From an optimization exercise on the open Yosys and OpenROAD flow, aimed at small area, a short achievable clock period and few clock cycles; shortcuts taken in it are not production practice.
The RTL was checked by simulation tests, not by an equivalence proof against the original design.
Power figures rest on the tool's default switching activity, not on a simulated workload.

garnet:
// seq_mult
module seq_mult(d, done, clk, a, b, go, reset);
  output [63:0] d;
  output reg done;
  input clk;
  input [31:0] a, b;
  input go, reset;
  reg [31:0] m;               
  reg [31:0] q;               
  reg [31:0] hi;              
  reg [3:0] e1, e2, ng;      
  reg ngl;                    
  reg [33:0] s, c;           
  reg [7:0] slo;             
  reg [7:1] clo;             
  reg first;                  
  reg fa0;                    
  reg [2:0] cnt;
  function [11:0] benc(input [8:0] v);
    integer i;
    begin
      for (i = 0; i < 4; i = i + 1) begin
        benc[i] = v[2*i+1] ^ v[2*i];
        benc[4+i] = (v[2*i+2] & ~v[2*i+1] & ~v[2*i]) | (~v[2*i+2] & v[2*i+1] & v[2*i]);
        benc[8+i] = v[2*i+2];
      end
    end
  endfunction
  wire [11:0] enc_go = benc({a[8:1], 1'b0});
  wire [11:0] enc_nx = benc({q[16] & ~(cnt == 3'd2), q[15:8]});
  wire [9:0] lo = slo + {clo, 1'b0} + {ngl, 7'd0};
  wire [1:0] cy = lo[9:8] & {2{~first}};
  wire [33:0] si = {2'd0, m & {32{fa0}}} | s & {34{~first}};
  wire [33:0] ci = {first, 33'd0} | c & {34{~first}};
  wire [32:0] mx = {1'b0, m};
  wire [32:0] m2 = {m, 1'b0};
  wire [32:0] pp0 = (mx & {33{e1[0]}} | m2 & {33{e2[0]}}) ^ {33{ng[0]}};
  wire [32:0] pp1 = (mx & {33{e1[1]}} | m2 & {33{e2[1]}}) ^ {33{ng[1]}};
  wire [32:0] pp2 = (mx & {33{e1[2]}} | m2 & {33{e2[2]}}) ^ {33{ng[2]}};
  wire [32:0] pp3 = (mx & {33{e1[3]}} | m2 & {33{e2[3]}}) ^ {33{ng[3]}};
  wire hs1;
  wire hc2;
  wire hs3;
  wire hc4;
  wire fs5;
  wire fc6;
  wire ft7;
  wire hs8;
  wire hc9;
  wire fs10;
  wire fc11;
  wire ft12;
  wire fs13;
  wire fc14;
  wire ft15;
  wire fs16;
  wire fc17;
  wire ft18;
  wire fs19;
  wire fc20;
  wire ft21;
  wire fs22;
  wire fc23;
  wire ft24;
  wire fs25;
  wire fc26;
  wire ft27;
  wire fs28;
  wire fc29;
  wire ft30;
  wire fs31;
  wire fc32;
  wire ft33;
  wire fs34;
  wire fc35;
  wire ft36;
  wire fs37;
  wire fc38;
  wire ft39;
  wire fs40;
  wire fc41;
  wire ft42;
  wire fs43;
  wire fc44;
  wire ft45;
  wire fs46;
  wire fc47;
  wire ft48;
  wire fs49;
  wire fc50;
  wire ft51;
  wire fs52;
  wire fc53;
  wire ft54;
  wire fs55;
  wire fc56;
  wire ft57;
  wire fs58;
  ...
For scale: roughly 1,400 cells after synthesis, ~200 flip-flops, about 130 I/O pins.
clock: 3.3 ns
lec_check: 0
cap_margin: 20
core_margin: 2
core_utilization: 40
place_density: 0.6
setup_slack_margin: 0.45
slew_margin: 20
standard.sh (not shown) runs the stock make flow with config.mk's settings and CLKGATE_MAP_FILE= SYNTH_SCRIPT=/design/flow/synth_recipe.tcl, a recipe that flattens the netlist after the stock synthesis.
==> flow/flow/run.sh <==
#!/bin/bash
# The standard layout (standard.sh: standard synthesis and ORFS flow),
# except that buffer_ports puts sky130_fd_sc_hd__buf_2 cells on the ports
# instead of the delay buffers it picks by itself.
set -euo pipefail
cd "$(dirname "$0")/.."
bash standard.sh "BUFFER_PORTS_ARGS=-buffer_cell sky130_fd_sc_hd__buf_2" finish > make_finish.log 2>&1
Testbench counts of garnet, summed over its fixed seeds: cycles 14,408.
Inputs modified between garnet and juniper:
- a change of SETUP_SLACK_MARGIN from 0.45 to 0.3
--- outcome ---
Compared with garnet, juniper ends up with less cell area.
juniper vs. garnet: internal power component dropped about 0.8%, clock-buffer cell count shrank by 1.
Of the two values seen for cell with the biggest individual delay on the critical path, sky130_fd_sc_hd__or4b_4 was produced by garnet and sky130_fd_sc_hd__or4b_1 by juniper.
Relative to garnet, routability congestion estimate from global placement has gone down in juniper.
Number of hold violations in the final report came out exactly the same in garnet and juniper.
In terms of total area of sequential cells, juniper and garnet differ only marginally.
juniper: via count is 170 lower than what garnet reported.

========
seq_mult, a different RTL version from the one above (not shown whole).
Size in the first run: ~1300 cells after synthesis, ~200 flip-flops, roughly 130 I/O pins, roughly 14000 sq um of cells after synthesis.
Settings: LEC_CHECK=0, CAP_MARGIN=20, CORE_MARGIN=2, CORE_UTILIZATION=40, CTS_BUF_LIST=sky130_fd_sc_hd__clkbuf_8, PLACE_DENSITY=0.6, SETUP_SLACK_MARGIN=0.3, SLEW_MARGIN=20; clock period 3.3 ns.
Scripts as last shown in full above: flow/flow/run.sh
Testbench counts at the start, summed over its fixed seeds: cycles 14,408.
==> next run, changes <==
- CTS_BUF_LIST: sky130_fd_sc_hd__clkbuf_8 -> not set
- GPL_ROUTABILITY_DRIVEN: not set -> 0
- SETUP_SLACK_MARGIN: 0.3 -> 0.45
What happened: Count of clock-buffer cells in the layout goes up by 2; sequential power decreases by about 1%; cell count is lower by 0.32%; sequential cell count does not change; power rose by 3.6%; critical path depth is unchanged; design area came out higher by about 1.4%; combinational power hardly moves; routed wire length decreases by 2.9%.
==> next run, changes <==
- CTS_BUF_LIST: not set -> sky130_fd_sc_hd__clkbuf_8
- GPL_ROUTABILITY_DRIVEN: 0 -> not set
- PLACE_DENSITY: 0.6 -> 0.72
Outcome: Sequential power hardly moves. Global-route usage came out lower by 0.52 points. Core utilization drops by 0.25 points. First-iteration DRC count is lower by 2.6%. Sequential share of layout area is higher by 0.18 points.
==> next run, changes <==
- CTS_BUF_LIST: sky130_fd_sc_hd__clkbuf_8 -> not set
- PLACE_DENSITY: 0.72 -> 0.6
- SETUP_SLACK_MARGIN: 0.45 -> 0.6
What happened:
- The new run passed the timing, DRC and antenna checks
- final cell count rises by 2.9%
- area after synthesis is unchanged
- synthesized cell count is unchanged
- clock skew falls by 0.0063 ns
- clock power rises by 26%
- non-clock buffer count rises by 54
- core utilization rises by 2.6 points
- clock-buffer cell count does not change
- sequential cell count does not change
==> next run, changes <==
- CTS_BUF_LIST: not set -> sky130_fd_sc_hd__clkbuf_8 sky130_fd_sc_hd__clkbuf_16
- SETUP_SLACK_MARGIN: 0.6 -> 0.45
Result: Design area goes down by 4.9%; count of clock-buffer cells in the layout drops by 1; total power goes down by 2.7%; setup slack improves by 0.058 ns.
==> next run, changes <==
- CAP_MARGIN: 20 -> 5
- CTS_BUF_LIST: sky130_fd_sc_hd__clkbuf_8 sky130_fd_sc_hd__clkbuf_16 -> sky130_fd_sc_hd__clkbuf_8
- SLEW_MARGIN: 20 -> 5
Effect: Utilization decreases by 0.49 points; fmax decreases by 0.62%; power decreases by 2.8%; critical path depth does not change; cell count barely changes; final area decreases by 1.1%; flip-flop and latch count does not change; routed wire length barely changes; worst setup slack got worse by 0.018 ns.

========
Setup of v50:
Starting RTL as in the previous note.
clock: 3.3 ns
lec_check: 0
cap_margin: 20
core_margin: 2
core_utilization: 40
cts_buf_list: sky130_fd_sc_hd__clkbuf_8
place_density: 0.6
setup_slack_margin: 0.45
slew_margin: 20
Scripts as last shown in full above: flow/flow/run.sh
v50 reached the final stage; the timing, DRC and antenna checks on its layout passed.
Testbench counts of v50, summed over its fixed seeds: cycles 14,408.
> inputs changed (v50 -> v44)
==> flow/flow/run.sh <==
#!/bin/bash
# The standard layout (standard.sh: standard synthesis and ORFS flow),
# except that buffer_ports puts sky130_fd_sc_hd__buf_1 cells on the ports
# instead of the delay buffers it picks by itself.
set -euo pipefail
cd "$(dirname "$0")/.."
bash standard.sh "BUFFER_PORTS_ARGS=-buffer_cell sky130_fd_sc_hd__buf_1" finish > make_finish.log 2>&1
Notes after the runs:
Across both runs, least setup slack across all paths after layout was lower for v44 than for v50. Taking v50 as the reference point, the first-pass GRT wire length of v44 falls by 330 um. Sort v44 and v50 by worst hold margin asc -> top: v44.
The inputs of v3 differ from those of v44 as listed below.
Settings: PLACE_DENSITY: 0.6 -> 0.7; CORE_UTILIZATION: 40 -> 50; CTS_BUF_LIST: sky130_fd_sc_hd__clkbuf_8 -> unset.
==> flow/flow/run.sh <==
#!/bin/bash
# The standard layout (standard.sh: standard synthesis and ORFS flow),
# except that buffer_ports puts sky130_fd_sc_hd__buf_2 cells on the ports
# instead of the delay buffers it picks by itself.
set -euo pipefail
cd "$(dirname "$0")/.."
bash standard.sh "BUFFER_PORTS_ARGS=-buffer_cell sky130_fd_sc_hd__buf_2" finish > make_finish.log 2>&1
==> results.txt <==
- Floorplan die area on v3 is down relative to v44.
- For v3, the worst min-delay path class was input pin to async pin, unlike v44, where it was input pin to flop.
- Sum of net half-perimeters after detailed placement (v3 over v44): decrease, 1600 um
- Diff v3..v44 | final worst-path cycle share | negligible
- Going from v44 to v3, the wire length was found to have gone down by about 3.3%.
- Summary of v3 over v44: final-layout clock-cell area share went up by 1.5 points, setup slack was more or less identical.
## Diff of input files: v8 against v3
Settings: changing PLACE_DENSITY from 0.7 to 0.6; changing CORE_UTILIZATION from 50 to 40.
--- outcome ---
- Across v3 and v8, the outcome is the same: a clean finish for every run.
- The setup slack of v8 is larger than that of v3.
- Measured against v3, the number of core rows of v8 comes out at 1.11 times the reference value.
- Diff v3 -> v8: global-route wire length before repair higher, design area roughly the same, sequential power lower.
- For v8, the cell at the slowest stage of the critical path was dfxtp_2, unlike v3, where it was a211o_1.

========
== before ==
seq_mult, a different RTL version from the one above (not shown whole).
For scale: roughly 1,500 cells after synthesis, about 200 flip-flops, about 130 I/O pins.
==> flow/design.v (excerpt) <==
module seq_mult(d, done, clk, a, b, go, reset);
  output [63:0] d;
  output reg done;
  input clk;
  input [31:0] a, b;
  input go, reset;
  reg [31:0] m;               
  reg [31:0] q;               
  reg [31:0] hi;              
  reg [3:0] e1, e2, ng;      
  reg ngl;                    
  reg [33:0] s, c;           
  reg [7:0] slo;             
  reg [7:1] clo;             
  reg first;                  
  reg fa0;                    
  reg [2:0] cnt;
  function [11:0] benc(input [8:0] v);
    integer i;
    begin
      for (i = 0; i < 4; i = i + 1) begin
        benc[i] = v[2*i+1] ^ v[2*i];
        benc[4+i] = (v[2*i+2] & ~v[2*i+1] & ~v[2*i]) | (~v[2*i+2] & v[2*i+1] & v[2*i]);
        benc[8+i] = v[2*i+2];
      end
    end
  endfunction
  wire [11:0] enc_go = benc({a[8:1], 1'b0});
  wire [11:0] enc_nx = benc({q[16] & ~(cnt == 3'd2), q[15:8]});
  wire [9:0] lo = slo + {clo, 1'b0} + {ngl, 7'd0};
  wire [1:0] cy = lo[9:8] & {2{~first}};
  wire [33:0] si = {2'd0, m & {32{fa0}}} | s & {34{~first}};
  wire [33:0] ci = {first, 33'd0} | c & {34{~first}};
  wire [32:0] mx = {1'b0, m};
  wire [32:0] m2 = {m, 1'b0};
  wire [32:0] pp0 = (mx & {33{e1[0]}} | m2 & {33{e2[0]}}) ^ {33{ng[0]}};
  ...
Settings: LEC_CHECK=0, CAP_MARGIN=20, CORE_MARGIN=2, CORE_UTILIZATION=40, PLACE_DENSITY=0.6, SETUP_SLACK_MARGIN=0.6, SLEW_MARGIN=20; clock period 3.3 ns.
run.sh (not shown) runs the stock make flow with config.mk's settings and CLKGATE_MAP_FILE= SYNTH_SCRIPT=/design/flow/synth_recipe.tcl, a recipe that flattens the netlist after the stock synthesis.
Stock flow here: none of the scripts above is used.
The flow did not stop early for before: all stages ran, and the layout cleared the timing, DRC and antenna checks.
Testbench counts of before, summed over its fixed seeds: cycles 14,408.
Edits applied to the flow inputs when going from before to after:
- PLACE_DENSITY: 0.6 -> 0.75
- CORE_UTILIZATION: 40 -> 60
- SETUP_SLACK_MARGIN: 0.6 -> 0.3
### Flow results
Compared with before, in after setup slack decreased by 0.10 ns relative to the old numbers, global-route usage increased by 7.7 points relative to the old numbers, sequential share of layout area increased by 2.3 points relative to the old numbers, biggest cell delay along the critical path decreased by 0.10 ns relative to the old numbers. Taking before as the reference, in after post-CTS setup repair buffer count shows a reduction of 46, floorplan die width shows a reduction of 35 µm. after finished every stage and its layout cleared the timing, DRC and antenna checks.

==> static timing again, ports no longer ideal <==
Ports are ideal in the flow. The routed layouts listed here were re-timed in OpenROAD. Step 1 assumes that a clkbuf_16 drives the clock port and a buf_2 every other input. Step 2 moves the port delays by t, midway between the first and last clock arrival at a register: inputs arrive t later, outputs are due t later. That takes back most of the time a late clock gives input paths. Slacks: ideal / step 1 / step 2; pairs: ideal / step 1.
run	t (ns)	setup WS [ns]	hold WS [ns]	worst setup path at the end
garnet	0.504	0.494 / 0.494 / 0.494	0.371 / 0.339 / 0.553	register to register
juniper	0.510	0.397 / 0.397 / 0.397	0.369 / 0.337 / 0.553	register to register
the first run of note 2	0.534	0.273 / 0.273 / 0.273	0.331 / 0.309 / 0.563	register to register
the second run of note 2	0.498	0.454 / 0.454 / 0.454	0.028 / -0.003 / 0.495	register to register
the third run of note 2	0.532	0.415 / 0.415 / 0.415	0.334 / 0.306 / 0.565	register to register
the fourth run of note 2	0.495	0.398 / 0.398 / 0.398	0.024 / -0.004 / 0.491	register to register
the fifth run of note 2	0.497	0.456 / 0.456 / 0.456	0.027 / -0.004 / 0.494	register to register
the sixth run of note 2	0.533	0.438 / 0.438 / 0.438	0.332 / 0.312 / 0.565	register to register
v50	0.533	0.438 / 0.438 / 0.438	0.332 / 0.312 / 0.565	register to register
v44	0.534	0.367 / 0.367 / 0.367	0.318 / 0.304 / 0.571	register to register
v3	0.493	0.366 / 0.366 / 0.366	0.032 / 0.002 / 0.495	register to register
v8	0.498	0.454 / 0.454 / 0.454	0.028 / -0.003 / 0.495	register to register
before	0.510	0.552 / 0.552 / 0.552	0.321 / 0.296 / 0.557	register to register
after	0.488	0.450 / 0.450 / 0.450	0.338 / 0.308 / 0.565	register to register
After both steps every run listed still meets setup and hold.
